From an optimization exercise on the open Yosys and OpenROAD flow, aimed at small area; shortcuts taken in it are not production practice.
Function was checked by simulation only, so behaviour that the tests miss may differ from the original.
No activity file was given, so power comes from the tool's default toggle rates.

==> design/flow/config.mk <==
export PLATFORM = sky130hd
export DESIGN_NAME = RGBtoHSV
export DESIGN_NICKNAME = RGBtoHSV
export VERILOG_FILES = /design/flow/design.v
export SDC_FILE = /design/flow/constraint.sdc
export NUM_CORES = 8
export LEC_CHECK = 0
export ABC_AREA = 1
export CAP_MARGIN = 10
export CORE_MARGIN = 2
export CORE_UTILIZATION = 45
export PLACE_DENSITY = 0.6
export SLEW_MARGIN = 10
==> design/flow/flow/resyn.ys.in <==
read_liberty -ignore_miss_func @LIB@
read_verilog @IN@
hierarchy -top RGBtoHSV
blackbox sky130_fd_sc_hd__fa_1 sky130_fd_sc_hd__edfxtp_1 sky130_fd_sc_hd__dfxtp_1 sky130_fd_sc_hd__dfrtp_1 sky130_fd_sc_hd__conb_1
flatten
opt_clean
abc -liberty @LIB@ @DU@ -script +&get,-n;&st;&dch;&nf,-R,1000;&put;topo;dnsize
opt_clean -purge
stat -liberty @LIB@
write_verilog -noattr -noexpr -nohex -nodec @OUT@
==> design/flow/flow/run.sh <==
#!/bin/bash
# Standard synthesis, then the combinational logic between the standard
# synthesis's registers, full adders and tie cells is mapped again by ABC for
# area (registers keep their names and cells), then the standard layout
# with sky130_fd_sc_hd__buf_1 as the port buffer and a clock tree
# without dummy loads.
set -euo pipefail
R=orfs/results/${FLOW_PLATFORM}/RGBtoHSV/base
LIB=${FLOW_HOME}/platforms/${FLOW_PLATFORM}/lib/sky130_fd_sc_hd__tt_025C_1v80.lib
bash standard.sh synth > synth.log 2>&1
cp $R/1_2_yosys.v $R/1_2_yosys.std.v
DU=$(sed -n '/^export DONT_USE_CELLS/,/^$/p' ${FLOW_HOME}/platforms/${FLOW_PLATFORM}/config.mk | grep -o 'sky130_fd_sc_hd__[a-z0-9_]*' | sed 's/^/-dont_use /' | tr '\n' ' ')
sed -e "s#@LIB@#${LIB}#g" -e "s#@IN@#$R/1_2_yosys.std.v#g" -e "s#@OUT@#$R/1_2_yosys.v#g" -e "s#@DU@#${DU}#g" \
    flow/resyn.ys.in > resyn.ys
yosys -s resyn.ys > resyn.log 2>&1
bash standard.sh "BUFFER_PORTS_ARGS=-buffer_cell sky130_fd_sc_hd__buf_1" \
    "CTS_ARGS=-sink_clustering_enable -repair_clock_nets -dont_use_dummy_load -buf_list {sky130_fd_sc_hd__clkbuf_2 sky130_fd_sc_hd__clkbuf_4} -sink_clustering_size 8" finish > standard.log 2>&1
==> design/flow/design.v <==
module Compare_fp(
    output ge,
    input [31:0] a,
    input [31:0] b
);
    wire [31:0] c;
    assign c[0] = ~a[31];
    genvar i;
    generate for (i = 0; i < 31; i = i + 1) begin : g
        assign c[i+1] = (a[i] & ~b[i]) | ((a[i] | ~b[i]) & c[i]);
    end endgenerate
    assign ge = (a[31] ^ b[31]) ? ~a[31] : (c[31] ^ a[31]);
endmodule
module addSub(
    output [31:0] o,
    input  [31:0] a,
    input  [31:0] b,
    input         s
);
    wire as_ = a[31];
    wire bs_ = b[31] ^ s;
    wire [31:0] cc;
    assign cc[0] = 1'b0;
    genvar i;
    generate for (i = 0; i < 31; i = i + 1) begin : gc
        assign cc[i+1] = (b[i] & ~a[i]) | ((b[i] | ~a[i]) & cc[i]);
    end endgenerate
    wire swap = cc[31];
    wire [30:0] xm = swap ? b[30:0] : a[30:0];
    wire [30:0] ym = swap ? a[30:0] : b[30:0];
    wire xs = swap ? bs_ : as_;
    wire ys = swap ? as_ : bs_;
    wire [7:0] xe = xm[30:23];
    wire [7:0] ye = ym[30:23];
    wire [7:0] sh;
    wire shc;
    rca #(8) ush(.s(sh), .co(shc), .a(xe), .b(~ye), .ci(1'b1));
    wire far = (sh[7:5] != 3'b0) | (sh[4:3] == 2'b11);
    wire [23:0] y0 = {1'b1, ym[22:0]};
    wire [23:0] y1 = sh[0] ? {1'b0,  y0[23:1]} : y0;
    wire [23:0] y2 = sh[1] ? {2'b0,  y1[23:2]} : y1;
    wire [23:0] y3 = sh[2] ? {4'b0,  y2[23:4]} : y2;
    wire [23:0] y4 = sh[3] ? {8'b0,  y3[23:8]} : y3;
    wire [23:0] y5 = sh[4] ? {16'b0, y4[23:16]} : y4;
    wire [23:0] ya = far ? 24'b0 : y5;
    wire sub = xs ^ ys;
    wire [23:0] t;
    wire tc;
    rca #(24) uad(.s(t), .co(tc), .a({1'b1, xm[22:0]}), .b(ya ^ {24{sub}}), .ci(sub));
    wire [24:0] v0 = {tc & ~sub, t};
    wire z16 = (v0[24:9] == 16'b0);
    wire [24:0] v1 = z16 ? {v0[8:0], 16'b0} : v0;
    wire z8  = (v1[24:17] == 8'b0);
    wire [24:0] v2 = z8 ? {v1[16:0], 8'b0} : v1;
    wire z4  = (v2[24:21] == 4'b0);
    wire [24:0] v3 = z4 ? {v2[20:0], 4'b0} : v2;
    wire z2  = (v3[24:23] == 2'b0);
    wire [24:0] v4 = z2 ? {v3[22:0], 2'b0} : v3;
    wire z1  = ~v4[24];
    wire [24:0] v5 = z1 ? {v4[23:0], 1'b0} : v4;
    wire zero = ~v5[24];
    wire [4:0] lz = {z16, z8, z4, z2, z1};
    wire [7:0] k = 8'd1 - {3'b0, lz};
    wire [7:0] te;
    wire tec;
    rca #(8) uex(.s(te), .co(tec), .a(xe), .b(k), .ci(1'b0));
    assign o = zero ? 32'b0 : {xs, te, v5[23:1]};
endmodule
module srt_row(
    output [26:0] So,
    output [26:0] Co,
    output        qp,
    output        qn,
    input  [26:0] S,
    input  [26:0] C,
    input  [23:0] D
);
    wire [3:0] y;
    wire yc;
    rca #(4) ue(.s(y), .co(yc), .a(S[26:23]), .b(C[26:23]), .ci(1'b0));
    assign qp = ~y[3];
    assign qn = y[3] & ~(y[2] & y[1] & y[0]);
    wire [26:0] A = ({27{qp}} & ~{3'b000, D}) | ({27{qn}} & {3'b000, D});
    wire [26:0] s = S ^ C ^ A;
    wire [26:0] c = (S & C) | (S & A) | (C & A);
    assign So = {s[25:0], 1'b0};
    assign Co = {c[24:0], qp, 1'b0};
endmodule
module div(
    output [24:0] r,
    output [11:0] qp,
    output [11:0] qn,
    input  [26:0] in2r,
    input  [23:0] D
);
    wire [26:0] S [0:12];
    wire [26:0] C [0:12];
    assign S[0] = in2r;
    assign C[0] = 27'b0;
    genvar i;
    generate for (i = 0; i < 12; i = i + 1) begin : g
        srt_row u(.So(S[i+1]), .Co(C[i+1]), .qp(qp[11-i]), .qn(qn[11-i]),
                  .S(S[i]), .C(C[i]), .D(D));
    end endgenerate
    wire co;
    rca #(25) ucpa(.s(r), .co(co), .a(S[12][25:1]), .b(C[12][25:1]), .ci(1'b0));
endmodule
module rca #(parameter N = 8) (
    output [N-1:0] s,
    output         co,
    input  [N-1:0] a,
    input  [N-1:0] b,
    input          ci
);
    wire [N-1:0] p = a ^ b;
    wire [N-1:0] g = a & b;
    wire [N:0] c;
    assign c[0] = ci;
    genvar i;
    generate for (i = 0; i < N; i = i + 1) begin : g_c
        assign c[i+1] = g[i] | (p[i] & c[i]);
    end endgenerate
    assign s = p ^ c[N-1:0];
    assign co = c[N];
endmodule
module mul100(
    output [31:0] o,
    input  [31:0] a
);
    wire [23:0] m = {1'b1, a[22:0]};
    wire [28:0] t;
    wire [28:0] x0 = {5'b0, m};
    wire [28:0] x1 = {2'b0, m, 3'b0};
    wire [28:0] x2 = {1'b0, m, 4'b0};
    wire [28:0] cs = x0 ^ x1 ^ x2;
    wire [28:0] cc = (x0 & x1) | (x0 & x2) | (x1 & x2);
    wire c25;
    rca #(29) u2(.s(t), .co(c25), .a(cs), .b({cc[27:0], 1'b0}), .ci(1'b0));
    wire hi = t[28];
    wire [7:0] e = a[30:23] + (hi ? 8'd7 : 8'd6);
    wire [22:0] f = hi ? t[27:5] : t[26:4];
    assign o = (a == 32'b0) ? 32'b0 : {a[31], e, f};
endmodule
module mul60(
    output [31:0] o,
    input  [31:0] a
);
    wire [23:0] m = {1'b1, a[22:0]};
    wire [27:0] t;
    wire co;
    rca #(28) u0(.s(t), .co(co), .a({m, 4'b0}), .b(~{4'b0, m}), .ci(1'b1));
    wire hi = t[27];
    wire [7:0] e = a[30:23] + (hi ? 8'd6 : 8'd5);
    wire [22:0] f = hi ? t[26:4] : t[25:3];
    assign o = (a == 32'b0) ? 32'b0 : {a[31], e, f};
endmodule
module Controler(
    output reg [2:0] State,
    input            reset,
    input            Clk
);
    always @(posedge Clk or negedge reset) begin
        if (reset == 0)
            State <= 3'd0;
        else if (State == 3'd6)
            State <= 3'd1;
        else if (State == 3'd7)
            State <= 3'd0;
        else
            State <= State + 3'd1;
    end
endmodule
module RGBtoHSV(
    output [31:0] H,
    output [31:0] S,
    output [31:0] V,
    output [31:0] S1,
    output [31:0] S2,
    output [31:0] Corner,
    output [31:0] Delta,
    output [31:0] Max,
    output [2:0]  State,
    input  [31:0] R,
    input  [31:0] G,
    input  [31:0] B,
    input         Clk,
    input         reset
);
    wire [2:0] st;
    Controler ctr(.State(st), .reset(reset), .Clk(Clk));
    assign State = st;
    wire s1 = (st == 3'd1);
    wire s2 = (st == 3'd2);
    wire s3 = (st == 3'd3);
    wire s4 = (st == 3'd4);
    wire s5 = (st == 3'd5);
    wire s6 = (st == 3'd6);
    wire s45 = s4 | s5;
    reg [31:0] rR, rG, rB;
    always @(posedge Clk) begin
        if (s1) begin
            rR <= R;
            rG <= G;
            rB <= B;
        end
    end
    wire geRG, geRB, geGB;
    Compare_fp cRG(.ge(geRG), .a(rR), .b(rG));
    Compare_fp cRB(.ge(geRB), .a(rR), .b(rB));
    Compare_fp cGB(.ge(geGB), .a(rG), .b(rB));
    wire mR = geRG & geRB;
    wire mG = ~mR & geGB;
    wire mB = ~mR & ~geGB;
    wire nB = geRB & geGB;
    wire nG = ~nB & geRG;
    wire nR = ~nB & ~geRG;
    wire [31:0] busMax = ({32{mR}} & rR) | ({32{mG}} & rG) | ({32{mB}} & rB);
    wire [31:0] cornerv = ({32{mG}} & 32'h42F00000) | ({32{mB}} & 32'h43700000);
    reg  [31:0] q1, q2, q3;
    wire aR = (s3 & mR) | (s45 & mB);
    wire aG = (s3 & mG) | (s45 & mR);
    wire aB = (s3 & mB) | (s45 & mG);
    wire aQ = s1 | s2;
    wire [31:0] busA = ({32{aR}} & rR) | ({32{aG}} & rG) | ({32{aB}} & rB) | ({32{aQ}} & q1);
    wire bR = (s3 & nR) | (s45 & mG);
    wire bG = (s3 & nG) | (s45 & mB);
    wire bB = (s3 & nB) | (s45 & mR);
    wire [31:0] busB = ({32{bR}} & rR) | ({32{bG}} & rG) | ({32{bB}} & rB)
                     | ({32{s1}} & cornerv) | ({32{s2}} & 32'h43B40000);
    wire [31:0] aso;
    addSub as0(.o(aso), .a(busA), .b(busB), .s(~aQ));
    wire [31:0] P;
    mul60 m60(.o(P), .a(aso));
    reg  [24:0] rem;
    reg  [10:0] exr;
    reg  [10:0] pst, nst;
    wire first = s1 | s3 | s5;
    wire [31:0] dvf = (s1 | s2) ? 32'h40233333 : ((s3 | s4) ? busMax : q3);
    wire [31:0] ddf = s1 ? busMax : (s3 ? aso : {exr[8:0], rem[22:0]});
    wire [23:0] fc;
    assign fc[0] = 1'b1;
    genvar i;
    generate for (i = 0; i < 23; i = i + 1) begin : gfc
        assign fc[i+1] = (ddf[i] & ~dvf[i]) | ((ddf[i] | ~dvf[i]) & fc[i]);
    end endgenerate
    wire ge = fc[23];
    wire [23:0] nm = {1'b1, ddf[22:0]};
    wire [26:0] in2r = first ? (ge ? {3'b000, nm} : {2'b00, nm, 1'b0})
                             : {rem[24], rem, 1'b0};
    wire [24:0] rnew;
    wire [11:0] qp, qn;
    div dv(.r(rnew), .qp(qp), .qn(qn), .in2r(in2r), .D({1'b1, dvf[22:0]}));
    wire isFF = (dvf[30:0] == 31'b0);
    wire isZ  = (ddf == 32'b0);
    wire [7:0] ex0, ex;
    wire exc0, exc1;
    rca #(8) uex0(.s(ex0), .co(exc0), .a(ddf[30:23]), .b(~dvf[30:23]), .ci(ge));
    rca #(8) uex1(.s(ex), .co(exc1), .a(ex0), .b(8'h7F), .ci(1'b0));
    always @(posedge Clk) begin
        rem <= s4 ? {2'b01, P[22:0]} : rnew;
        exr <= s4 ? {2'b00, P[31:23]} : {isFF, isZ, ddf[31] ^ dvf[31], ex};
        pst <= qp[10:0];
        nst <= qn[10:0];
    end
    wire [23:0] dp = {1'b1, pst, qp};
    wire [23:0] dn = {1'b0, nst, qn};
    wire [24:0] bw;
    assign bw[0] = rnew[24];
    generate for (i = 0; i < 24; i = i + 1) begin : gcv
        assign bw[i+1] = dn[i] | (~dp[i] & bw[i]);
    end endgenerate
    wire [23:0] qv = (dp | dn) ^ bw[23:0];
    wire [31:0] divres = exr[10] ? 32'hFFFFFFFF : (exr[9] ? 32'b0 : {exr[8:0], qv[22:0]});
    wire [31:0] hsel = (q1 == 32'hFFFFFFFF) ? 32'b0 : (q1[31] ? aso : q1);
    wire h1 = ~(s6 | s1 | s2);
    wire h2 = ~(s3 | s4);
    wire h3 = ~(s2 | s3);
    wire [31:0] q1n = ({32{s6}} & divres) | ({32{s1}} & aso) | ({32{s2}} & hsel) | ({32{h1}} & q1);
    wire [31:0] q2n = ({32{s3}} & q3) | ({32{s4}} & divres) | ({32{h2}} & q2);
    wire [31:0] q3n = ({32{s2}} & divres) | ({32{s3}} & aso) | ({32{h3}} & q3);
    always @(posedge Clk) begin
        q1 <= q1n;
        q2 <= q2n;
        q3 <= q3n;
    end
    assign Max    = busMax;
    assign S1     = busA;
    assign S2     = busB;
    assign Corner = cornerv;
    assign Delta  = q3;
    assign V      = q2;
    mul100 m100(.o(S), .a(q2));
    assign H      = q1;
endmodule
==> design/flow/standard.sh <==
#!/bin/bash
# synth_recipe.tcl (not shown) runs the flow's synth.tcl, then flattens the netlist and writes it again
# the make line also repeats each setting of config.mk as NAME=value (left out here)
make -C /OpenROAD-flow-scripts/flow DESIGN_CONFIG=/design/flow/config.mk WORK_HOME=/design/flow/orfs CLKGATE_MAP_FILE= SYNTH_SCRIPT=/design/flow/synth_recipe.tcl "${@:-finish}"
==> design/flow/constraint.sdc <==
create_clock -name core_clock -period 100.0 [get_ports {Clk}]
set_input_delay 20.0000 -clock core_clock [delete_from_list [all_inputs] [get_ports {Clk}]]
set_output_delay 20.0000 -clock core_clock [all_outputs]
set_load 0.01 [all_outputs]
==> results.ini, run 1 <==
[outcome]
result_of_the_run = finished clean

[logic_synthesis]
synthesis.area_um2 = 29700
synthesis.instances = 3695
postSynthAreaPerCell_um2 = 8.05
synth_warnings = 3

[finish]
flow.area_growth_from_synthesis_pct = 13.8
drive_above_1_share_pct = 5.36
layout.nets = 4707

[timing]
setup_violations = 0
setup_slack_ns = 15.27
drv_slew = 0
finalHoldViolCount = 0
max_freq_mhz = 11.8
worst_pin_slew_ns = 1.19
unrepaired_setup_endpoints_after_global_routing = false
post-route-min-period_ns = 84.73
post-route-period-util_pct = 84.7
timing.clock.skew_ns = 0.0762
slew-limit-headroom_pct = 20.7
tns_ns = 0
hold-worst-slack_ns = 0.521

[power_and_ir_drop]
power_density_nw_per_um2 = 5.67
power.ir.vdd_worst_v = 0.00000716
leakage_power_nw = 12.7

[floorplanning]
floorplan.rows = 94
start_util_pct = 45.3
floorplan.die.height_um = 261
design.portCount = 357
die_w_um = 261
design.die.area_um2 = 68200
core_area_um2 = 65600

[drt]
vias_per_cell = 6.27
routedWlPerCell_um = 27.1
detailedRoute.firstPassIterationCount = 13
drt_iter0_drc = 4832
dr_total_vias = 31982
drt_wirelength_um = 138000
route.detailed.drc = 0
postRouteAntennaNets = 0

[setup_path]
critical_path_class = reg -> reg
worst_path_arrival_ns = 85.41
cp.required_ns = 100.67
path_common_cell = sky130_fd_sc_hd__fa_1
critical_path.reg2reg.endpoint = q1[22]$_DFF_P_
cp_delay_by_family_top = adder cells
worstRegToRegCells = 331
crit_path_max_cell_delay_ns = 0.88
reg2reg_from = rR[31]$_DFFE_PP_
crit_fanout = 106
cp-end-kind = flop
worstSetupStartpointType = flop
worst-r2r-setup-slack_ns = 15.27
critPathSlowestCell = sky130_fd_sc_hd__clkinv_1
worst-path-buf-inv = 44

[clocking]
cts-root-to-sink-buffers = 3
cts_repair_resize_count = 0
cts_inserted_buffers = 77
cts_max_level = 3
cts_num_sinks = 253
cts-root-buf = sky130_fd_sc_hd__clkbuf_4
tritoncts = yes
clkSlewWorstSetupHoldPaths_ns = 0.06
post-cts-setup-buffer-count = 0
clock_latency_at_the_later_pin_of_the_worst_skew_pair_ns = 0.85
post_cts_hold_buffer_count = 0

[global_route]
grt_antenna_before_repair = 6
overall_routing_resource_usage_pct = 40.0
grt_start_max_net_pins = 107
grt_pass1_wl_um = 201000
number_of_global_route_vias_before_repair = 29821
globalRoute.totalOverflow = 0

[placement]
place.port_buffers = 331
gp_routability_congestion = 1.00
total_half_perimeter_wirelength_after_legalization_and_detailed_placement_um = 107000
dp_slack_ns = 16.58

[hold_path]
hold_path_end = q3[26]$_DFF_P_
min_path_cells = 2
hold_path.class = reg -> reg
start_point_of_the_worst_min_delay_path = q3[26]$_DFF_P_

[flow_run]
drv.max_cap_violation_count = 0

[final cells by class]
class                           instances  area, µm²
Antenna cell                            2       5.00
Clock buffer                           77        578
Fill cell                            6535      31800
Inverter                              363       1370
Multi-Input combinational cell       3103      22700
Sequential cell                       253       6040
Tap cell                              864       1080
Timing Repair Buffer                  437       2040
[sequential cells by signal, summed over array words and instances, names as in the netlist]
name	count
q3	32
ctr.State	3
q2	32
rG	32
rem	25
nst	11
pst	11
q1	32
rB	32
rR	32
exr	11
[layout by cell type, fill, tap and decap left out, types with 25 or more instances in the layout]
master and instances:
sky130_fd_sc_hd__nand2_1 659, sky130_fd_sc_hd__o21ai_0 384, sky130_fd_sc_hd__fa_1 374, sky130_fd_sc_hd__clkinv_1 362, sky130_fd_sc_hd__a21oi_1 355, sky130_fd_sc_hd__nor2_1 335, sky130_fd_sc_hd__buf_1 331, sky130_fd_sc_hd__dfxtp_1 154
sky130_fd_sc_hd__buf_4 106, sky130_fd_sc_hd__xnor2_1 98, sky130_fd_sc_hd__a22oi_1 97, sky130_fd_sc_hd__edfxtp_1 96, sky130_fd_sc_hd__o22ai_1 84, sky130_fd_sc_hd__clkbuf_4 77, sky130_fd_sc_hd__xor2_1 68, sky130_fd_sc_hd__mux2i_1 55
sky130_fd_sc_hd__a222oi_1 54, sky130_fd_sc_hd__o211ai_1 51, sky130_fd_sc_hd__nand3_1 39, sky130_fd_sc_hd__a211oi_1 30, sky130_fd_sc_hd__nor3_1 29, sky130_fd_sc_hd__and2_0 29, sky130_fd_sc_hd__conb_1 25
[how the worst max path moves through the flow]
stage / slack [ns] / end / from / depth (start not counted)
4_1_cts: 16.33 / q1[22]$_DFF_P_ / rR[31]$_DFFE_PP_ / 331
3_5_place_dp: 16.58 / q1[22]$_DFF_P_ / rR[31]$_DFFE_PP_ / 331
2_1_floorplan: 6.14 / q1[22]$_DFF_P_ / rR[31]$_DFFE_PP_ / 314
3_3_place_gp: 18.08 / q1[22]$_DFF_P_ / rR[31]$_DFFE_PP_ / 327
6_report: 15.27 / q1[22]$_DFF_P_ / rR[31]$_DFFE_PP_ / 331
5_1_grt: 8.78 / q1[22]$_DFF_P_ / rR[31]$_DFFE_PP_ / 340
[worst register-to-register path: cells and delay by family, from the launching register on]
| family | cells | cell delay (ns) |
|---|---|---|
| adder cells (fa/ha/maj) | 81 | 33.21 |
| multiplexers | 4 | 1.45 |
| XOR/XNOR | 32 | 5.74 |
| buffers and inverters | 44 | 9.95 |
| AO/OA/AOI/OAI | 108 | 19.51 |
| AND/OR/NAND/NOR | 62 | 14.24 |
| flip-flops | 1 | 0.52 |
[per-stage QoR]
| step | area, µm² | std cells | utilization, % | total power [mW] |
|---|---|---|---|---|
| final | 33800 | 5099 | 51.6 | 0.192 |
| after global routing | 33800 | 5098 | 51.6 | 0.197 |
| after CTS | 33800 | 5097 | 51.6 | 0.193 |
| after detailed placement | 33300 | 5020 | 50.7 | 0.111 |
| after global placement | 33300 | 5020 | 50.7 | 0.111 |
| after floorplan | 29800 | 3719 | - | 0.109 |
[per-layer routing]
layer | vias up | track usage [%] | share of wire (%)
met5 | - | 0 | 0.030
met3 | 369 | 11.6 | 13
met2 | 2191 | 57.5 | 42
li1 | 14143 | - | -
met1 | 15273 | 56.4 | 41
met4 | 6 | 16.5 | 4.8
[power by group]
part	switching, mW	total (mW)	internal (mW)
logic	0.00121	0.00206	0.000838
clock network	0.0483	0.0830	0.0347
registers	0	0.107	0.107
total	0.0495	0.192	0.142
==> inputs of run 2 (changes only) <==
--- a/design/flow/design.v
+++ b/design/flow/design.v
@@ -195,7 +195,6 @@
     wire s4 = (st == 3'd4);
     wire s5 = (st == 3'd5);
     wire s6 = (st == 3'd6);
-    wire s45 = s4 | s5;
     reg [31:0] rR, rG, rB;
     always @(posedge Clk) begin
         if (s1) begin
@@ -217,26 +216,32 @@
     wire [31:0] busMax = ({32{mR}} & rR) | ({32{mG}} & rG) | ({32{mB}} & rB);
     wire [31:0] cornerv = ({32{mG}} & 32'h42F00000) | ({32{mB}} & 32'h43700000);
     reg  [31:0] q1, q2, q3;
-    wire aR = (s3 & mR) | (s45 & mB);
-    wire aG = (s3 & mG) | (s45 & mR);
-    wire aB = (s3 & mB) | (s45 & mG);
-    wire aQ = s1 | s2;
-    wire [31:0] busA = ({32{aR}} & rR) | ({32{aG}} & rG) | ({32{aB}} & rB) | ({32{aQ}} & q1);
-    wire bR = (s3 & nR) | (s45 & mG);
-    wire bG = (s3 & nG) | (s45 & mB);
-    wire bB = (s3 & nB) | (s45 & mR);
+    reg  [1:0] cc;
+    always @(posedge Clk) begin
+        if (s1)
+            cc <= {mG, mB};
+    end
+    wire [31:0] cornerp = ({32{cc[1]}} & 32'h42F00000) | ({32{cc[0]}} & 32'h43700000);
+    wire s24 = s2 | s4;
+    wire aR = (s3 & mR) | (s5 & mB);
+    wire aG = (s3 & mG) | (s5 & mR);
+    wire aB = (s3 & mB) | (s5 & mG);
+    wire [31:0] busA = ({32{aR}} & rR) | ({32{aG}} & rG) | ({32{aB}} & rB) | ({32{s24}} & q1);
+    wire bR = (s3 & nR) | (s5 & mG);
+    wire bG = (s3 & nG) | (s5 & mB);
+    wire bB = (s3 & nB) | (s5 & mR);
     wire [31:0] busB = ({32{bR}} & rR) | ({32{bG}} & rG) | ({32{bB}} & rB)
-                     | ({32{s1}} & cornerv) | ({32{s2}} & 32'h43B40000);
+                     | ({32{s2}} & cornerp) | ({32{s4}} & 32'h43B40000);
     wire [31:0] aso;
-    addSub as0(.o(aso), .a(busA), .b(busB), .s(~aQ));
+    addSub as0(.o(aso), .a(busA), .b(busB), .s(~s24));
     wire [31:0] P;
     mul60 m60(.o(P), .a(aso));
     reg  [24:0] rem;
     reg  [10:0] exr;
     reg  [10:0] pst, nst;
-    wire first = s1 | s3 | s5;
-    wire [31:0] dvf = (s1 | s2) ? 32'h40233333 : ((s3 | s4) ? busMax : q3);
-    wire [31:0] ddf = s1 ? busMax : (s3 ? aso : {exr[8:0], rem[22:0]});
+    wire first = s2 | s4 | s6;
+    wire [31:0] dvf = (s2 | s3) ? 32'h40233333 : ((s4 | s5) ? busMax : q3);
+    wire [31:0] ddf = s4 ? q3 : {exr[8:0], rem[22:0]};
     wire [23:0] fc;
     assign fc[0] = 1'b1;
     genvar i;
@@ -256,9 +261,15 @@
     wire exc0, exc1;
     rca #(8) uex0(.s(ex0), .co(exc0), .a(ddf[30:23]), .b(~dvf[30:23]), .ci(ge));
     rca #(8) uex1(.s(ex), .co(exc1), .a(ex0), .b(8'h7F), .ci(1'b0));
+    wire [31:0] pre = s1 ? busMax : P;
     always @(posedge Clk) begin
-        rem <= s4 ? {2'b01, P[22:0]} : rnew;
-        exr <= s4 ? {2'b00, P[31:23]} : {isFF, isZ, ddf[31] ^ dvf[31], ex};
+        if (s1 | s5) begin
+            rem <= {2'b01, pre[22:0]};
+            exr <= {2'b00, pre[31:23]};
+        end else begin
+            rem <= rnew;
+            exr <= {isFF, isZ, ddf[31] ^ dvf[31], ex};
+        end
         pst <= qp[10:0];
         nst <= qn[10:0];
     end
@@ -272,12 +283,11 @@
     wire [23:0] qv = (dp | dn) ^ bw[23:0];
     wire [31:0] divres = exr[10] ? 32'hFFFFFFFF : (exr[9] ? 32'b0 : {exr[8:0], qv[22:0]});
     wire [31:0] hsel = (q1 == 32'hFFFFFFFF) ? 32'b0 : (q1[31] ? aso : q1);
-    wire h1 = ~(s6 | s1 | s2);
-    wire h2 = ~(s3 | s4);
-    wire h3 = ~(s2 | s3);
-    wire [31:0] q1n = ({32{s6}} & divres) | ({32{s1}} & aso) | ({32{s2}} & hsel) | ({32{h1}} & q1);
-    wire [31:0] q2n = ({32{s3}} & q3) | ({32{s4}} & divres) | ({32{h2}} & q2);
-    wire [31:0] q3n = ({32{s2}} & divres) | ({32{s3}} & aso) | ({32{h3}} & q3);
+    wire h1 = ~(s1 | s2 | s4);
+    wire h2 = ~(s3 | s5);
+    wire [31:0] q1n = ({32{s1}} & divres) | ({32{s2}} & aso) | ({32{s4}} & hsel) | ({32{h1}} & q1);
+    wire [31:0] q2n = ({32{~h2}} & divres) | ({32{h2}} & q2);
+    wire [31:0] q3n = ({32{s3}} & aso) | ({32{~s3}} & q3);
     always @(posedge Clk) begin
         q1 <= q1n;
         q2 <= q2n;
--- a/design/flow/flow/run.sh
+++ b/design/flow/flow/run.sh
@@ -14,4 +14,4 @@
     flow/resyn.ys.in > resyn.ys
 yosys -s resyn.ys > resyn.log 2>&1
 bash standard.sh "BUFFER_PORTS_ARGS=-buffer_cell sky130_fd_sc_hd__buf_1" \
-    "CTS_ARGS=-sink_clustering_enable -repair_clock_nets -dont_use_dummy_load -buf_list {sky130_fd_sc_hd__clkbuf_2 sky130_fd_sc_hd__clkbuf_4} -sink_clustering_size 8" finish > standard.log 2>&1
+    "CTS_ARGS=-sink_clustering_enable -repair_clock_nets -dont_use_dummy_load -buf_list sky130_fd_sc_hd__clkbuf_4 -sink_clustering_size 10" finish > standard.log 2>&1
==> design/flow/flow/resyn.ys.in (replaced) <==
read_liberty -ignore_miss_func @LIB@
read_verilog @IN@
hierarchy -top RGBtoHSV
blackbox sky130_fd_sc_hd__fa_1 sky130_fd_sc_hd__edfxtp_1 sky130_fd_sc_hd__dfxtp_1 sky130_fd_sc_hd__dfrtp_1 sky130_fd_sc_hd__conb_1
flatten
opt_clean
abc -liberty @LIB@ @DU@ -script +strash;dch;amap;topo
opt_clean -purge
stat -liberty @LIB@
write_verilog -noattr -noexpr -nohex -nodec @OUT@
--- a/design/flow/config.mk
+++ b/design/flow/config.mk
@@ -9,5 +9,7 @@
 export CAP_MARGIN = 10
 export CORE_MARGIN = 2
 export CORE_UTILIZATION = 45
+export GPL_ROUTABILITY_DRIVEN = 0
+export GPL_TIMING_DRIVEN = 0
 export PLACE_DENSITY = 0.6
 export SLEW_MARGIN = 10
==> results.ini, run 2 <==
[finish]
final.fill_count = 6181
layout_common_cells = sky130_fd_sc_hd__clkinv_1, sky130_fd_sc_hd__o22ai_1, sky130_fd_sc_hd__fa_1, sky130_fd_sc_hd__nor2_1, sky130_fd_sc_hd__buf_1
layout.nets = 4265
flow.area_growth_from_synthesis_pct = 15.1
drive_above_1_share_pct = 5.47
final_common_cell = sky130_fd_sc_hd__clkinv_1

[timing]
setup_violations = 0
unrepaired_setup_endpoints_after_global_routing = false
slew-limit-headroom_pct = 17.3
setup_slack_ns = 22.16
max_freq_mhz = 12.8
timing.clock.skew_ns = 0.136
worst_pin_slew_ns = 1.24
finalHoldViolCount = 0
post-route-min-period_ns = 77.84
drv_slew = 0
post-route-period-util_pct = 77.8

[placement]
total_half_perimeter_wirelength_after_legalization_and_detailed_placement_um = 93600
place.port_buffers = 331
dp_slack_ns = 24.34

[clocking]
post-cts-setup-buffer-count = 0
cts_num_sinks = 255
tritoncts = yes
cts-root-buf = sky130_fd_sc_hd__clkbuf_4
cts_inserted_buffers = 70
cts_repair_resize_count = 0
clkSlewWorstSetupHoldPaths_ns = 0.06
cts_max_level = 3
clock_latency_at_the_later_pin_of_the_worst_skew_pair_ns = 0.82
cts-root-to-sink-buffers = 3
post_cts_hold_buffer_count = 0

[logic_synthesis]
synth_warnings = 3
synthesis.area_um2 = 28500
postSynthAreaPerCell_um2 = 8.65
synthesis.instances = 3294

[floorplanning]
floorplan.die.height_um = 256
core_area_um2 = 62900
start_util_pct = 45.3
floorplan.rows = 92
design.portCount = 357
die_w_um = 256
design.die.area_um2 = 65400

[drt]
dr_total_vias = 29890
vias_per_cell = 6.45
route.detailed.drc = 0
postRouteAntennaNets = 0
detailedRoute.firstPassIterationCount = 9
drt_iter0_drc = 3048
drt_wirelength_um = 117000
routedWlPerCell_um = 25.3

[setup_path]
reg2reg_from = rR[31]$_DFFE_PP_
worst_path_arrival_ns = 78.50
cp.required_ns = 100.66
worst-r2r-setup-slack_ns = 22.16
cp-end-kind = flop
critPathSlowestCell = sky130_fd_sc_hd__clkinv_1
path_common_cell = sky130_fd_sc_hd__fa_1
worstRegToRegCells = 278
crit_path_max_cell_delay_ns = 1.12
worstSetupStartpointType = flop
critical_path_class = reg -> reg
crit_fanout = 31
critical_path.reg2reg.endpoint = q1[22]$_DFF_P_

[hold_path]
hold_path.class = reg -> reg
start_point_of_the_worst_min_delay_path = ctr.State[0]$_DFF_PN0_
min_path_cells = 1
hold_path_end = ctr.State[0]$_DFF_PN0_

[outcome]
result_of_the_run = finished clean

[power_and_ir_drop]
leakage_power_nw = 10.9
totalPowerFinal_mw = 0.187
power_density_nw_per_um2 = 5.70
power.ir.vdd_worst_v = 0.00000622

[flow_run]
drv.max_cap_violation_count = 0

[global_route]
overall_routing_resource_usage_pct = 35.2
globalRoute.totalOverflow = 0
grt_antenna_before_repair = 3
grt_pass1_wl_um = 176000
grt_start_max_net_pins = 57
number_of_global_route_vias_before_repair = 29150

-- run 2: critical path, delay by kind of cell, from the launching register on --
kind | cells | cell delay [ns]
AOI/OAI and AO/OA | 127 | 26.92
xor gates and xnor gates | 1 | 0.19
adders and majority gates | 54 | 22.73
buffers and inverters | 33 | 13.35
DFF | 1 | 0.54
and+or+nand+nor | 63 | 13.77
-- run 2: power by group --
group / total, mW / switching [mW] / leakage, nW / internal, mW
Clock: 0.0738 / 0.0421 / 0.322 / 0.0317
Sequential: 0.111 / 0 / 2.41 / 0.111
Combinational: 0.00185 / 0.00101 / 8.18 / 0.000837
-- run 2: layer usage --
| metal | track usage (%) | share of wire (%) | up-vias |
|---|---|---|---|
| li1 | - | - | 13308 |
| met1 | 44.2 | 39 | 14504 |
| met2 | 58.0 | 46 | 1697 |
| met3 | 6.78 | 9.1 | 379 |
| met4 | 18.2 | 5.8 | 2 |
| met5 | 0 | 0.0060 | - |
-- run 2: per-stage QoR --
step	cells	utilization [%]	cell area (µm²)	TNS, ns	hold WS (ns)
final	4636	52.2	32800	0	0.569
after detailed placement	4560	51.3	32300	0	0.553
after global placement	4495	49.2	30900	-228.68	0.511
after global routing	4633	52.2	32800	0	0.604
after floorplan	3318	-	28600	0	0.520
after CTS	4630	52.2	32800	0	0.568
-- run 2: final cells by class --
cell class | instances | area [µm²] | area share, %
Multi-Input combinational cell | 2475 | 20100 | 61.1
Sequential cell | 255 | 6740 | 20.5
Inverter | 588 | 2210 | 6.73
Timing Repair Buffer | 396 | 2200 | 6.70
Tap cell | 846 | 1060 | 3.23
Clock buffer | 70 | 526 | 1.60
Antenna cell | 6 | 15.0 | 0.0458
-- run 2: worst max-delay path by stage --
stage                     slack (ns)              from        endpoint  depth (start not counted)
after global placement         -7.53  rR[31]$_DFFE_PP_  q1[22]$_DFF_P_                        282
after detailed placement       24.34  rR[31]$_DFFE_PP_  q1[22]$_DFF_P_                        278
after CTS                      24.04  rR[31]$_DFFE_PP_  q1[22]$_DFF_P_                        278
final                          22.16  rR[31]$_DFFE_PP_  q1[22]$_DFF_P_                        278
after floorplan                28.34   rR[0]$_DFFE_PP_  q1[22]$_DFF_P_                        281
after global routing           17.48  rR[31]$_DFFE_PP_  q1[22]$_DFF_P_                        279
==> inputs of run 3 (changes only) <==
--- a/design/flow/config.mk
+++ b/design/flow/config.mk
@@ -9,7 +9,5 @@
 export CAP_MARGIN = 10
 export CORE_MARGIN = 2
 export CORE_UTILIZATION = 45
-export GPL_ROUTABILITY_DRIVEN = 0
-export GPL_TIMING_DRIVEN = 0
 export PLACE_DENSITY = 0.6
 export SLEW_MARGIN = 10
==> results.ini, run 3 <==
[global_route]
grt_pass1_wl_um = 193000
grt_antenna_before_repair = 4
globalRoute.totalOverflow = 0
grt_start_max_net_pins = 64
overall_routing_resource_usage_pct = 39.9
number_of_global_route_vias_before_repair = 29236

[flow_run]
drv.max_cap_violation_count = 0

[finish]
layout_common_cells = sky130_fd_sc_hd__clkinv_1, sky130_fd_sc_hd__o22ai_1, sky130_fd_sc_hd__fa_1, sky130_fd_sc_hd__nor2_1, sky130_fd_sc_hd__buf_1
flow.area_growth_from_synthesis_pct = 13.8
drive_above_1_share_pct = 5.50
final_common_cell = sky130_fd_sc_hd__clkinv_1
layout.nets = 4314
final.fill_count = 6210

[floorplanning]
design.portCount = 357
floorplan.rows = 92
start_util_pct = 45.3
floorplan.die.height_um = 256
design.die.area_um2 = 65400
core_area_um2 = 62900
die_w_um = 256

[drt]
detailedRoute.firstPassIterationCount = 8
postRouteAntennaNets = 0
drt_iter0_drc = 3609
dr_total_vias = 30474
vias_per_cell = 6.51
routedWlPerCell_um = 28.4
route.detailed.drc = 0
drt_wirelength_um = 133000

[setup_path]
critPathSlowestCell = sky130_fd_sc_hd__a21oi_2
cp.required_ns = 100.62
worstSetupStartpointType = flop
setup_crit_end = q1[22]$_DFF_P_
critical_path_class = reg -> reg
cp.depth = 288
worst-path-buf-inv = 42
worst-r2r-setup-slack_ns = 31.26
reg2reg_from = rR[31]$_DFFE_PP_
cp_delay_by_family_top = adder cells
worst_path_arrival_ns = 69.36
critical_path.reg2reg.endpoint = q1[22]$_DFF_P_
crit_path_max_cell_delay_ns = 0.94
critPathLaunch = rR[31]$_DFFE_PP_
path_common_cell = sky130_fd_sc_hd__fa_1
worstRegToRegCells = 288
cp-end-kind = flop
crit_fanout = 35

[clocking]
cts-root-to-sink-buffers = 3
cts_num_sinks = 255
clock_latency_at_the_later_pin_of_the_worst_skew_pair_ns = 0.85
post_cts_hold_buffer_count = 0
post-cts-setup-buffer-count = 0
cts-root-buf = sky130_fd_sc_hd__clkbuf_4
tritoncts = yes
cts_inserted_buffers = 76
cts_max_level = 3
cts_repair_resize_count = 0
clkSlewWorstSetupHoldPaths_ns = 0.06

[timing]
setup_slack_ns = 31.26
worst_pin_slew_ns = 1.37
setup_violations = 0
tns_ns = 0
post-route-min-period_ns = 68.74
unrepaired_setup_endpoints_after_global_routing = false
post-route-period-util_pct = 68.7
finalHoldViolCount = 0
timing.clock.skew_ns = 0.0887
slew-limit-headroom_pct = 8.15
drv_slew = 0
max_freq_mhz = 14.5

[placement]
dp_slack_ns = 32.56
gp_routability_congestion = 1.01
total_half_perimeter_wirelength_after_legalization_and_detailed_placement_um = 102000
place.port_buffers = 331

[logic_synthesis]
synthesis.area_um2 = 28500
postSynthAreaPerCell_um2 = 8.65
synthesis.instances = 3294
synth_warnings = 3

[power_and_ir_drop]
power_density_nw_per_um2 = 5.99
power.ir.vdd_worst_v = 0.00000637
leakage_power_nw = 10.9

[hold_path]
hold_path.class = reg -> reg
min_path_cells = 1

[outcome]
result_of_the_run = finished clean

[run 3: power breakdown]
group,total (mW),leakage (nW),switching (mW),internal (mW)
registers,0.111,2.41,0,0.111
clock network,0.0807,0.350,0.0465,0.0342
logic,0.00202,8.13,0.00118,0.000837
[run 3: how the worst min path moves through the flow]
stage	start	end	slack, ns
2_1_floorplan	exr[0]$_DFF_P_	flop	0.52
3_3_place_gp	q1[29]$_DFF_P_	q1[29]$_DFF_P_	0.57
3_5_place_dp	ctr.State[0]$_DFF_PN0_	ctr.State[0]$_DFF_PN0_	0.57
4_1_cts	ctr.State[0]$_DFF_PN0_	ctr.State[0]$_DFF_PN0_	0.59
5_1_grt	ctr.State[0]$_DFF_PN0_	ctr.State[0]$_DFF_PN0_	0.60
6_report	ctr.State[0]$_DFF_PN0_	ctr.State[0]$_DFF_PN0_	0.59
[run 3: layer usage]
layer | vias up | routed length, µm | part of all wire, % | track usage [%]
met1 | 14611 | 48900 | 37 | 48.6
met3 | 473 | 14300 | 11 | 11.1
met4 | 2 | 9750 | 7.3 | 25.3
met5 | - | 15 | 0.011 | 0
li1 | 13406 | - | - | -
met2 | 1982 | 59900 | 45 | 62.6
[run 3: metrics by stage]
stage          std cells  area [µm²]  utilization, %  power, mW  hold WS [ns]
6_report            4684       32400            51.6      0.194         0.594
5_1_grt             4681       32400            51.6      0.200         0.599
4_1_cts             4679       32400            51.6      0.196         0.589
3_5_place_dp        4603       31800            50.7      0.116         0.571
3_3_place_gp        4603       31800            50.7      0.116         0.573
2_1_floorplan       3318       28600               -      0.114         0.520
[run 3: worst reg2reg max path: cells and delay by family (launching register included)]
| family | cells | cell delay [ns] |
|---|---|---|
| DFF | 1 | 0.52 |
| xor gates and xnor gates | 1 | 0.19 |
| and+or+nand+nor | 68 | 11.45 |
| adders and majority gates | 54 | 22.17 |
| AOI/OAI and AO/OA | 123 | 22.24 |
| buffers and inverters | 42 | 12.04 |
[run 3: final cells by class]
| cell class | instances | area [µm²] | area share [%] |
|---|---|---|---|
| Multi-Input combinational cell | 2475 | 19800 | 61.0 |
| Sequential cell | 255 | 6740 | 20.8 |
| Clock buffer | 76 | 571 | 1.76 |
| Antenna cell | 5 | 12.5 | 0.0386 |
| Timing Repair Buffer | 439 | 2050 | 6.33 |
| Tap cell | 846 | 1060 | 3.26 |
| Inverter | 588 | 2210 | 6.81 |
==> inputs of run 4 (changes only) <==
==> design/flow/flow/resyn.ys.in (replaced) <==
read_liberty -ignore_miss_func @LIB@
read_verilog @IN@
hierarchy -top RGBtoHSV
blackbox sky130_fd_sc_hd__fa_1 sky130_fd_sc_hd__edfxtp_1 sky130_fd_sc_hd__dfxtp_1 sky130_fd_sc_hd__dfrtp_1 sky130_fd_sc_hd__conb_1
flatten
opt_clean
abc -liberty @LIB@ @DU@ -script +strash;dch;amap,-m,-F,2,-A,8,-C,1000;topo
opt_clean -purge
stat -liberty @LIB@
write_verilog -noattr -noexpr -nohex -nodec @OUT@
==> results.ini, run 4 <==
[clocking]
cts_inserted_buffers = 75
cts-root-to-sink-buffers = 3
tritoncts = yes
cts-root-buf = sky130_fd_sc_hd__clkbuf_4
post_cts_hold_buffer_count = 0
post-cts-setup-buffer-count = 0
clkSlewWorstSetupHoldPaths_ns = 0.06
cts_max_level = 3
clock_latency_at_the_later_pin_of_the_worst_skew_pair_ns = 0.85
cts_repair_resize_count = 0
cts_num_sinks = 255

[power_and_ir_drop]
power_density_nw_per_um2 = 5.99
power.ir.vdd_worst_v = 0.00000797
leakage_power_nw = 10.8
totalPowerFinal_mw = 0.192

[floorplanning]
design.die.area_um2 = 64700
start_util_pct = 45.6
core_area_um2 = 61800
floorplan.rows = 91
floorplan.die.height_um = 254
design.portCount = 357
die_w_um = 254

[placement]
gp_routability_congestion = 1.05
dp_slack_ns = 36.08
total_half_perimeter_wirelength_after_legalization_and_detailed_placement_um = 104000
place.port_buffers = 331

[global_route]
grt_pass1_wl_um = 193000
overall_routing_resource_usage_pct = 40.3
grt_start_max_net_pins = 74
number_of_global_route_vias_before_repair = 29948
grt_antenna_before_repair = 6
globalRoute.totalOverflow = 0

[timing]
post-route-period-util_pct = 64.7
worst_pin_slew_ns = 1.26
max_freq_mhz = 15.5
timing.clock.skew_ns = 0.0994
setup_slack_ns = 35.31
post-route-min-period_ns = 64.69
unrepaired_setup_endpoints_after_global_routing = false
tns_ns = 0
slew-limit-headroom_pct = 15.1
finalHoldViolCount = 0
hold-worst-slack_ns = 0.564
setup_violations = 0
drv_slew = 0

[drt]
drt_wirelength_um = 132000
dr_total_vias = 30700
vias_per_cell = 6.67
detailedRoute.firstPassIterationCount = 11
routedWlPerCell_um = 28.7
route.detailed.drc = 0
postRouteAntennaNets = 0
drt_iter0_drc = 4104

[hold_path]
hold_path.class = reg -> reg
start_point_of_the_worst_min_delay_path = ctr.State[1]$_DFF_PN0_

[logic_synthesis]
synthesis.area_um2 = 28200
postSynthAreaPerCell_um2 = 8.73
synthesis.instances = 3231
synth_warnings = 3

[outcome]
result_of_the_run = finished clean

[setup_path]
critPathSlowestCell = sky130_fd_sc_hd__a2111oi_0
cp.required_ns = 100.73
crit_path_max_cell_delay_ns = 0.88
crit_fanout = 32
critPathLaunch = rR[31]$_DFFE_PP_
worstSetupStartpointType = flop
critical_path_class = reg -> reg
reg2reg_from = rR[31]$_DFFE_PP_
cp-end-kind = flop
worst_path_arrival_ns = 65.42

[finish]
layout.nets = 4238
final_common_cell = sky130_fd_sc_hd__clkinv_1
layout_common_cells = sky130_fd_sc_hd__clkinv_1, sky130_fd_sc_hd__o22ai_1, sky130_fd_sc_hd__fa_1, sky130_fd_sc_hd__buf_1, sky130_fd_sc_hd__o21ai_0
utilization_pct = 51.8
drive_above_1_share_pct = 5.14
flow.area_growth_from_synthesis_pct = 13.4

[flow_run]
drv.max_cap_violation_count = 0

[run 4: worst max-delay path: cells and delay by family (launching register included)]
| family | cells | cell delay, ns |
|---|---|---|
| DFF | 1 | 0.40 |
| adders and majority gates | 54 | 22.60 |
| buffers and inverters | 47 | 9.58 |
| and+or+nand+nor | 71 | 9.98 |
| AOI/OAI and AO/OA | 122 | 21.75 |
| xor gates and xnor gates | 1 | 0.23 |
[run 4: stage by stage]
step	cell area (µm²)	cells
floorplan	28300	3255
global placement	31400	4518
detailed placement	31400	4518
CTS	32000	4593
global route	32000	4597
finish	32000	4601
[run 4: worst paths after layout]
| kind | end | slack (ns) | depth (start not counted) |
|---|---|---|---|
| max | q1[22]$_DFF_P_ | 35.31 | 295 |
| max in group asynchronous | ctr.State[0]$_DFF_PN0_ | 80.86 | 1 |
| min | ctr.State[1]$_DFF_PN0_ | 0.56 | 1 |
| min in group asynchronous | ctr.State[1]$_DFF_PN0_ | 18.98 | 1 |
| min reg2reg | ctr.State[1]$_DFF_PN0_ | 0.56 | 1 |
| max reg2reg | q1[22]$_DFF_P_ | 35.31 | 295 |
[run 4: where the power goes]
| group | total [mW] | switching (mW) | internal, mW | leakage (nW) |
|---|---|---|---|---|
| clock | 0.0784 | 0.0446 | 0.0338 | 0.345 |
| sequential | 0.111 | 0 | 0.111 | 2.41 |
| combinational | 0.00193 | 0.00108 | 0.000837 | 8.03 |
| total | 0.192 | 0.0457 | 0.146 | 10.8 |
[run 4: area by class of cell]
cell class | count | area [µm²]
multi-input combinational | 2426 | 19500
sequential | 255 | 6740
clock buffer | 75 | 563
tap | 837 | 1050
timing repair buffer | 427 | 1960
inverter | 574 | 2150
antenna | 7 | 17.5
fill | 6016 | 29800
[run 4: layer usage]
| layer | part of all wire (%) | vias up | global-route usage, % |
|---|---|---|---|
| li1 | - | 13218 | - |
| met5 | 0.0083 | - | 0 |
| met4 | 7.6 | 2 | 25.7 |
| met3 | 11 | 460 | 9.45 |
| met2 | 45 | 2237 | 63.9 |
| met1 | 36 | 14783 | 49.7 |
==> inputs of run 5 (changes only) <==
--- a/design/flow/design.v
+++ b/design/flow/design.v
@@ -123,35 +123,23 @@
     assign s = p ^ c[N-1:0];
     assign co = c[N];
 endmodule
-module mul100(
+module mulc(
     output [31:0] o,
-    input  [31:0] a
+    input  [31:0] a,
+    input         h
 );
     wire [23:0] m = {1'b1, a[22:0]};
-    wire [28:0] t;
-    wire [28:0] x0 = {5'b0, m};
-    wire [28:0] x1 = {2'b0, m, 3'b0};
-    wire [28:0] x2 = {1'b0, m, 4'b0};
-    wire [28:0] cs = x0 ^ x1 ^ x2;
-    wire [28:0] cc = (x0 & x1) | (x0 & x2) | (x1 & x2);
-    wire c25;
-    rca #(29) u2(.s(t), .co(c25), .a(cs), .b({cc[27:0], 1'b0}), .ci(1'b0));
+    wire [29:0] t;
+    wire [29:0] x0 = h ? {2'b0, m, 4'b0} : {1'b0, m, 5'b0};
+    wire [29:0] x1 = h ? {3'b0, m, 3'b0} : 30'b0;
+    wire [29:0] x2 = h ? {6'b0, m} : ~{5'b0, m, 1'b0};
+    wire [29:0] cs = x0 ^ x1 ^ x2;
+    wire [29:0] cc = (x0 & x1) | (x0 & x2) | (x1 & x2);
+    wire c30;
+    rca #(30) u2(.s(t), .co(c30), .a(cs), .b({cc[28:0], 1'b0}), .ci(~h));
     wire hi = t[28];
-    wire [7:0] e = a[30:23] + (hi ? 8'd7 : 8'd6);
+    wire [7:0] e = a[30:23] + {5'b0, 1'b1, h, ~h} + {7'b0, hi};
     wire [22:0] f = hi ? t[27:5] : t[26:4];
-    assign o = (a == 32'b0) ? 32'b0 : {a[31], e, f};
-endmodule
-module mul60(
-    output [31:0] o,
-    input  [31:0] a
-);
-    wire [23:0] m = {1'b1, a[22:0]};
-    wire [27:0] t;
-    wire co;
-    rca #(28) u0(.s(t), .co(co), .a({m, 4'b0}), .b(~{4'b0, m}), .ci(1'b1));
-    wire hi = t[27];
-    wire [7:0] e = a[30:23] + (hi ? 8'd6 : 8'd5);
-    wire [22:0] f = hi ? t[26:4] : t[25:3];
     assign o = (a == 32'b0) ? 32'b0 : {a[31], e, f};
 endmodule
 module Controler(
@@ -235,7 +223,9 @@
     wire [31:0] aso;
     addSub as0(.o(aso), .a(busA), .b(busB), .s(~s24));
     wire [31:0] P;
-    mul60 m60(.o(P), .a(aso));
+    wire [31:0] mco;
+    mulc mc(.o(mco), .a(s3 ? q2 : aso), .h(s3));
+    assign P = mco;
     reg  [24:0] rem;
     reg  [10:0] exr;
     reg  [10:0] pst, nst;
@@ -299,6 +289,6 @@
     assign Corner = cornerv;
     assign Delta  = q3;
     assign V      = q2;
-    mul100 m100(.o(S), .a(q2));
+    assign S      = mco;
     assign H      = q1;
 endmodule
==> results.ini, run 5 <==
[finish]
drive_above_1_share_pct = 5.33
finalNonFillerCells = 4645
final_common_cell = sky130_fd_sc_hd__clkinv_1
layout_common_cells = sky130_fd_sc_hd__clkinv_1, sky130_fd_sc_hd__o22ai_1, sky130_fd_sc_hd__fa_1, sky130_fd_sc_hd__buf_1, sky130_fd_sc_hd__o21ai_0
layout.nets = 4271
flow.area_growth_from_synthesis_pct = 13.7
utilization_pct = 51.8

[global_route]
grt_start_max_net_pins = 77
number_of_global_route_vias_before_repair = 30244
grt_antenna_before_repair = 6
grt_pass1_wl_um = 201000
globalRoute.totalOverflow = 0
overall_routing_resource_usage_pct = 42.7

[clocking]
cts_inserted_buffers = 71
cts_num_sinks = 255
post-cts-setup-buffer-count = 0
cts_repair_resize_count = 0
clock_latency_at_the_later_pin_of_the_worst_skew_pair_ns = 0.84
cts-root-buf = sky130_fd_sc_hd__clkbuf_4
cts_max_level = 3
cts-root-to-sink-buffers = 3
clkSlewWorstSetupHoldPaths_ns = 0.06
tritoncts = yes
post_cts_hold_buffer_count = 0

[drt]
postRouteAntennaNets = 0
dr_total_vias = 31329
vias_per_cell = 6.74
route.detailed.drc = 0
drt_iter0_drc = 4214
drt_wirelength_um = 139000
detailedRoute.firstPassIterationCount = 12
routedWlPerCell_um = 29.9

[power_and_ir_drop]
power_density_nw_per_um2 = 5.89
totalPowerFinal_mw = 0.189
leakage_power_nw = 10.8
power.ir.vdd_worst_v = 0.0000110

[floorplanning]
core_area_um2 = 61800
design.portCount = 357
design.die.area_um2 = 64600
floorplan.die.height_um = 254
die_w_um = 254
floorplan.rows = 91
start_util_pct = 45.5

[logic_synthesis]
synthesis.area_um2 = 28200
postSynthAreaPerCell_um2 = 8.61
synth_warnings = 3
synthesis.instances = 3270

[outcome]
result_of_the_run = finished clean

[timing]
setup_violations = 0
slew-limit-headroom_pct = 6.54
tns_ns = 0
finalHoldViolCount = 0
worst_pin_slew_ns = 1.40
post-route-min-period_ns = 72.90
post-route-period-util_pct = 72.9
timing.clock.skew_ns = 0.119
max_freq_mhz = 13.7
hold-worst-slack_ns = 0.569
unrepaired_setup_endpoints_after_global_routing = false
drv_slew = 0

[setup_path]
cp-end-kind = flop
crit_fanout = 31
crit_path_max_cell_delay_ns = 1.06
critical_path_class = reg -> reg
cp.required_ns = 100.71
worstSetupStartpointType = flop
worst_path_arrival_ns = 73.61
path_common_cell = sky130_fd_sc_hd__fa_1
critPathSlowestCell = sky130_fd_sc_hd__clkinv_1

[placement]
place.port_buffers = 331
total_half_perimeter_wirelength_after_legalization_and_detailed_placement_um = 107000
post-place-cells = 4572
gp_routability_congestion = 1.07

[hold_path]
hold_path.class = reg -> reg

[flow_run]
drv.max_cap_violation_count = 0

==> run 5: changes by cell type in the layout (fill, tap and decap cells not counted), sizes merged, moves of 13 or more <==
cell / before / now
a21oi: 152 / 134
a31oi: 4 / 18
buf: 426 / 441
clkinv: 574 / 608
fa: 381 / 365
nor2: 296 / 311
nor4: 30 / 17
o221ai: 117 / 131
==> run 5: per-stage QoR <==
stage,instance area [µm²],setup WS (ns)
final,32000,27.10
after global routing,32000,22.83
after CTS,32000,29.13
after detailed placement,31500,29.34
after global placement,31500,29.62
after floorplan,28300,27.33
==> run 5: final cells by class <==
class | count | area [µm²]
fillers | 6036 | 29800
multi-input cells | 2431 | 19300
flip-flops and latches | 255 | 6740
inverters | 608 | 2280
repair buffers | 441 | 2070
well taps | 837 | 1050
clock buffers | 71 | 533
diodes | 2 | 5.00
==> run 5: path summary, 6_finish.rpt <==
check / to / from / slack [ns] / cells after the start
max in group asynchronous: ctr.State[2]$_DFF_PN0_ / reset / 80.86 / 1
worst min-delay path: ctr.State[1]$_DFF_PN0_ / ctr.State[1]$_DFF_PN0_ / 0.57 / 1
worst max-delay path: q1[22]$_DFF_P_ / rR[31]$_DFFE_PP_ / 27.10 / 282
worst min register to register: ctr.State[1]$_DFF_PN0_ / ctr.State[1]$_DFF_PN0_ / 0.57 / 1
min in group asynchronous: ctr.State[1]$_DFF_PN0_ / reset / 18.96 / 1
worst max register to register: q1[22]$_DFF_P_ / rR[31]$_DFFE_PP_ / 27.10 / 282
==> run 5: critical path, delay by kind of cell (launching register included) <==
family | cells | cell delay, ns
compound gates | 116 | 21.87
simple gates | 65 | 12.41
buf+inv | 45 | 14.53
fa+ha+maj | 54 | 22.80
flops | 1 | 0.63
xor+xnor | 2 | 0.37
==> run 5: metal layers <==
layer / track usage (%) / routed length, µm / vias up
li1: - / - / 13358
met1: 49.4 / 48200 / 15066
met2: 67.2 / 62700 / 2279
met3: 12.6 / 15600 / 620
met4: 31.8 / 12400 / 6
met5: 0 / 35 / -
==> run 5: report_power, final <==
group | internal, mW | total [mW] | switching [mW]
registers | 0.111 | 0.111 | 0
logic | 0.000837 | 0.00189 | 0.00105
clock network | 0.0321 | 0.0754 | 0.0433
==> inputs of run 6 (changes only) <==
--- a/design/flow/design.v
+++ b/design/flow/design.v
@@ -231,7 +231,7 @@
     reg  [10:0] pst, nst;
     wire first = s2 | s4 | s6;
     wire [31:0] dvf = (s2 | s3) ? 32'h40233333 : ((s4 | s5) ? busMax : q3);
-    wire [31:0] ddf = s4 ? q3 : {exr[8:0], rem[22:0]};
+    wire [31:0] ddf = {exr[8:0], rem[22:0]};
     wire [23:0] fc;
     assign fc[0] = 1'b1;
     genvar i;
@@ -251,9 +251,9 @@
     wire exc0, exc1;
     rca #(8) uex0(.s(ex0), .co(exc0), .a(ddf[30:23]), .b(~dvf[30:23]), .ci(ge));
     rca #(8) uex1(.s(ex), .co(exc1), .a(ex0), .b(8'h7F), .ci(1'b0));
-    wire [31:0] pre = s1 ? busMax : P;
-    always @(posedge Clk) begin
-        if (s1 | s5) begin
+    wire [31:0] pre = s1 ? busMax : (s3 ? aso : P);
+    always @(posedge Clk) begin
+        if (s1 | s3 | s5) begin
             rem <= {2'b01, pre[22:0]};
             exr <= {2'b00, pre[31:23]};
         end else begin
==> results.ini, run 6 <==
[outcome]
result_of_the_run = finished clean

[setup_path]
critical_path_class = reg -> out
critical_path.reg2reg.endpoint = q1[22]$_DFF_P_
worst-r2r-setup-slack_ns = 33.76
worst_path_arrival_ns = 49.45
critPathSlowestCell = sky130_fd_sc_hd__clkinv_1
worst-path-buf-inv = 28
cp.required_ns = 80.00
worstSetupStartpointType = flop
reg2reg_from = rR[31]$_DFFE_PP_
worstRegToRegCells = 276
crit_path_max_cell_delay_ns = 0.86
cp-end-kind = primary output
crit_fanout = 55
cp_delay_by_family_top = adder cells
path_common_cell = sky130_fd_sc_hd__fa_1

[clocking]
post_cts_hold_buffer_count = 0
tritoncts = yes
cts-root-buf = sky130_fd_sc_hd__clkbuf_4
post-cts-setup-buffer-count = 0
cts_num_sinks = 255
clock_latency_at_the_later_pin_of_the_worst_skew_pair_ns = 0.84
cts_inserted_buffers = 74
cts-root-to-sink-buffers = 3
cts_repair_resize_count = 0
cts_max_level = 3
clkSlewWorstSetupHoldPaths_ns = 0.07

[floorplanning]
design.portCount = 357
start_util_pct = 45.7
design.die.area_um2 = 63400
core_area_um2 = 60500
die_w_um = 252
floorplan.die.height_um = 252
floorplan.rows = 90

[power_and_ir_drop]
power.ir.vdd_worst_v = 0.0000107
clockPowerShare_pct = 41.0
leakage_power_nw = 10.5
sequentialPowerShare_pct = 57.9
power_spent_charging_and_discharging_nets_mw = 0.0466
internal_power_mw = 0.146
power_density_nw_per_um2 = 6.12
power.share.switching_pct = 24.2
p_comb_share_pct = 1.1

[timing]
hold-worst-slack_ns = 0.558
unrepaired_setup_endpoints_after_global_routing = false
post-route-min-period_ns = 69.45
slew-limit-headroom_pct = 13.3
finalHoldViolCount = 0
max_freq_mhz = 14.4
drv_slew = 0
worst_pin_slew_ns = 1.29
timing.clock.skew_ns = 0.0811
tns_ns = 0
post-route-period-util_pct = 69.5
setup_violations = 0

[drt]
vias_per_cell = 6.74
wl_met1_um = 52600
postRouteAntennaNets = 0
routedWlPerCell_um = 28.1
detailedRoute.firstPassIterationCount = 11
route.detailed.drc = 0
drt_iter0_drc = 4262
dr_total_vias = 30078
max_used_layer = met4
drt_wirelength_um = 125000
met3_length_um = 17000
detailroute.wirelength.met2_um = 51300

[global_route]
globalRoute.totalOverflow = 0
grt_pass1_wl_um = 187000
grt_start_max_net_pins = 103
grt_antenna_before_repair = 3
number_of_global_route_vias_before_repair = 28872
overall_routing_resource_usage_pct = 39.5

[placement]
place.port_buffers = 331
total_half_perimeter_wirelength_after_legalization_and_detailed_placement_um = 98800
gp_routability_congestion = 1.01

[finish]
flow.area_growth_from_synthesis_pct = 13.8
final_common_cell = sky130_fd_sc_hd__clkinv_1
layout.nets = 4141
drive_above_1_share_pct = 5.55
utilization_pct = 52.0
layout_common_cells = sky130_fd_sc_hd__clkinv_1, sky130_fd_sc_hd__o22ai_1, sky130_fd_sc_hd__fa_1, sky130_fd_sc_hd__buf_1, sky130_fd_sc_hd__o21ai_0

[logic_synthesis]
synthesis.area_um2 = 27600
postSynthAreaPerCell_um2 = 8.79
synth_warnings = 3
synthesis.instances = 3142

[hold_path]
hold_path_end = q1[30]$_DFF_P_
start_point_of_the_worst_min_delay_path = q1[30]$_DFF_P_
min_path_cells = 2
hold_path.class = reg -> reg

[flow_run]
drv.max_cap_violation_count = 0

-- run 6: power groups by stage --
stage          combinational, mW  clock, mW  sequential, mW
3_3_place_gp             0.00194          0           0.114
3_5_place_dp             0.00205          0           0.114
2_1_floorplan           0.000412          0           0.114
6_report                 0.00208     0.0788           0.111
4_1_cts                  0.00206     0.0798           0.111
5_1_grt                  0.00228     0.0847           0.111
-- run 6: how the worst max path moves through the flow --
stage | start | endpoint | slack, ns | cells after the start
floorplan | ctr.State[0]$_DFF_PN0_ | S[30] | 28.31 | 154
global placement | rR[31]$_DFFE_PP_ | S[30] | 33.38 | 211
detailed placement | rR[31]$_DFFE_PP_ | S[30] | 32.12 | 211
CTS | rR[31]$_DFFE_PP_ | S[30] | 31.26 | 211
global route | rR[31]$_DFFE_PP_ | S[30] | 26.53 | 211
finish | rR[31]$_DFFE_PP_ | S[29] | 30.55 | 212
-- run 6: tightest hold or removal path, cell delays in order (launching register included) --
cell	delay, ns
sky130_fd_sc_hd__dfxtp_1	0.38
sky130_fd_sc_hd__a222oi_1	0.11
sky130_fd_sc_hd__clkinv_1	0.05
-- run 6: per-stage QoR --
step	setup slack (ns)	cell area, µm²	power, mW	std cells
after floorplan	28.31	27700	0.114	3166
after global placement	33.38	30800	0.115	4383
after detailed placement	32.12	30900	0.116	4384
after CTS	31.26	31400	0.193	4458
after global routing	26.53	31400	0.198	4461
final	30.55	31400	0.192	4461
-- run 6: layout make-up --
type / instances / area, µm²
sequential: 255 / 6740
inverter: 561 / 2110
antenna: 3 / 7.51
timing repair buffer: 436 / 2040
tap: 782 / 978
multi-input combinational: 2350 / 19000
fill: 5957 / 29000
clock buffer: 74 / 556
-- run 6: metal layers --
metal  GRT usage (%)  vias up
met3            13.3      236
met1            57.3    14831
met2            55.2     2052
met4            12.3        0
li1                -    12959
met5               0        -
==> inputs of run 7 (changes only) <==
--- a/design/flow/flow/run.sh
+++ b/design/flow/flow/run.sh
@@ -14,4 +14,4 @@
     flow/resyn.ys.in > resyn.ys
 yosys -s resyn.ys > resyn.log 2>&1
 bash standard.sh "BUFFER_PORTS_ARGS=-buffer_cell sky130_fd_sc_hd__buf_1" \
-    "CTS_ARGS=-sink_clustering_enable -repair_clock_nets -dont_use_dummy_load -buf_list sky130_fd_sc_hd__clkbuf_4 -sink_clustering_size 10" finish > standard.log 2>&1
+    "CTS_ARGS=-sink_clustering_enable -repair_clock_nets -dont_use_dummy_load -buf_list sky130_fd_sc_hd__clkbuf_4 -sink_clustering_size 16" finish > standard.log 2>&1
==> results.ini, run 7 <==
[outcome]
result_of_the_run = finished clean

[drt]
routedWlPerCell_um = 28.1
drt_iter0_drc = 4241
detailedRoute.firstPassIterationCount = 15
drt_wirelength_um = 125000
dr_total_vias = 30059
postRouteAntennaNets = 0
route.detailed.drc = 0
vias_per_cell = 6.74

[clocking]
cts_repair_resize_count = 0
cts_max_level = 3
cts_num_sinks = 255
clkSlewWorstSetupHoldPaths_ns = 0.07
cts-root-to-sink-buffers = 3
post_cts_hold_buffer_count = 0
tritoncts = yes
post-cts-setup-buffer-count = 0
cts-root-buf = sky130_fd_sc_hd__clkbuf_4
cts_inserted_buffers = 74
clock_latency_at_the_later_pin_of_the_worst_skew_pair_ns = 0.83

[hold_path]
start_point_of_the_worst_min_delay_path = q1[30]$_DFF_P_
hold_path_end = q1[30]$_DFF_P_
hold_path.class = reg -> reg
min_path_cells = 2

[timing]
tns_ns = 0
finalHoldViolCount = 0
setup_violations = 0
max_freq_mhz = 14.4
slew-limit-headroom_pct = 12.8
unrepaired_setup_endpoints_after_global_routing = false
post-route-min-period_ns = 69.43
setup_slack_ns = 30.57
drv_slew = 0
worst_pin_slew_ns = 1.30
timing.clock.skew_ns = 0.0882
post-route-period-util_pct = 69.4

[finish]
drive_above_1_share_pct = 5.55
flow.area_growth_from_synthesis_pct = 13.8
layout.nets = 4141
final_common_cell = sky130_fd_sc_hd__clkinv_1
layout_common_cells = sky130_fd_sc_hd__clkinv_1, sky130_fd_sc_hd__o22ai_1, sky130_fd_sc_hd__fa_1, sky130_fd_sc_hd__buf_1, sky130_fd_sc_hd__o21ai_0
postLayoutCellArea_um2 = 31400

[setup_path]
critPathSlowestCell = sky130_fd_sc_hd__clkinv_1
crit_path_max_cell_delay_ns = 0.83
worst_path_arrival_ns = 49.43
cp-end-kind = primary output
worstRegToRegCells = 276
reg2reg_from = rR[31]$_DFFE_PP_
cp_delay_by_family_top = adder cells
critical_path_class = reg -> out
worst-r2r-setup-slack_ns = 33.95
critical_path.reg2reg.endpoint = q1[22]$_DFF_P_
cp.required_ns = 80.00
worst-path-buf-inv = 27
worstSetupStartpointType = flop
crit_fanout = 55
path_common_cell = sky130_fd_sc_hd__fa_1

[floorplanning]
die_w_um = 252
start_util_pct = 45.7
design.die.area_um2 = 63400
floorplan.die.height_um = 252
floorplan.rows = 90
design.portCount = 357
core_area_um2 = 60500

[global_route]
grt_start_max_net_pins = 103
number_of_global_route_vias_before_repair = 28876
globalRoute.totalOverflow = 0
grt_antenna_before_repair = 3
overall_routing_resource_usage_pct = 39.5
grt_pass1_wl_um = 187000

[logic_synthesis]
postSynthAreaPerCell_um2 = 8.79
synthesis.area_um2 = 27600
synth_warnings = 3
synthesis.instances = 3142

[power_and_ir_drop]
power_density_nw_per_um2 = 6.11
totalPowerFinal_mw = 0.192
leakage_power_nw = 10.5
power.ir.vdd_worst_v = 0.0000109

[placement]
total_half_perimeter_wirelength_after_legalization_and_detailed_placement_um = 98800
place.port_buffers = 331
dp_slack_ns = 32.12
gp_routability_congestion = 1.01
placedInstanceArea_um2 = 30900

[flow_run]
drv.max_cap_violation_count = 0

==> run 7: cell counts in the layout (fill, tap and decap cells not counted) <==
No cell type changed its count.
==> run 7: how the worst max path moves through the flow <==
stage               cells after the start    end                   start  slack, ns
global placement                      211  S[30]        rR[31]$_DFFE_PP_      33.38
global route                          211  S[30]        rR[31]$_DFFE_PP_      26.53
detailed placement                    211  S[30]        rR[31]$_DFFE_PP_      32.12
CTS                                   211  S[30]        rR[31]$_DFFE_PP_      31.26
finish                                211  S[30]        rR[31]$_DFFE_PP_      30.57
floorplan                             154  S[30]  ctr.State[0]$_DFF_PN0_      28.31
==> run 7: metrics by stage <==
step | util, % | std cells | hold slack (ns)
floorplan | - | 3166 | 0.495
global placement | 51.0 | 4383 | 0.550
detailed placement | 51.0 | 4384 | 0.542
CTS | 51.9 | 4458 | 0.558
global route | 52.0 | 4461 | 0.599
finish | 52.0 | 4461 | 0.561
==> run 7: layout make-up <==
type | count | area (µm²)
Multi-Input combinational cell | 2350 | 19000
Timing Repair Buffer | 436 | 2040
Antenna cell | 3 | 7.51
Clock buffer | 74 | 556
Fill cell | 5957 | 29000
Tap cell | 782 | 978
Inverter | 561 | 2110
Sequential cell | 255 | 6740
==> run 7: routing by layer <==
layer | vias to the layer above | part of all wire (%) | wire length [µm] | global-route usage (%)
li1 | 12961 | - | - | -
met1 | 14761 | 42 | 52200 | 57.3
met2 | 2099 | 41 | 51400 | 55.2
met3 | 238 | 14 | 17500 | 13.3
met4 | 0 | 3.5 | 4410 | 12.3
met5 | - | 0 | 0 | 0
==> run 7: worst min-delay path, cell delays in order (launching register included) <==
cell,delay (ns)
sky130_fd_sc_hd__dfxtp_1,0.38
sky130_fd_sc_hd__a222oi_1,0.11
sky130_fd_sc_hd__clkinv_1,0.05
==> run 7: where the power goes <==
part | leakage (nW) | switching, mW | internal [mW]
logic | 7.75 | 0.00124 | 0.000838
clock network | 0.340 | 0.0452 | 0.0335
registers | 2.42 | 0 | 0.111
total | 10.5 | 0.0464 | 0.146

Check on run 7: ideal ports give 30.572 ns setup slack; a clkbuf_16 on the clock port and buf_2 on the inputs give 30.517 ns; moving port delays by the midpoint clock arrival (0.847 ns) as well gives 31.363 ns.
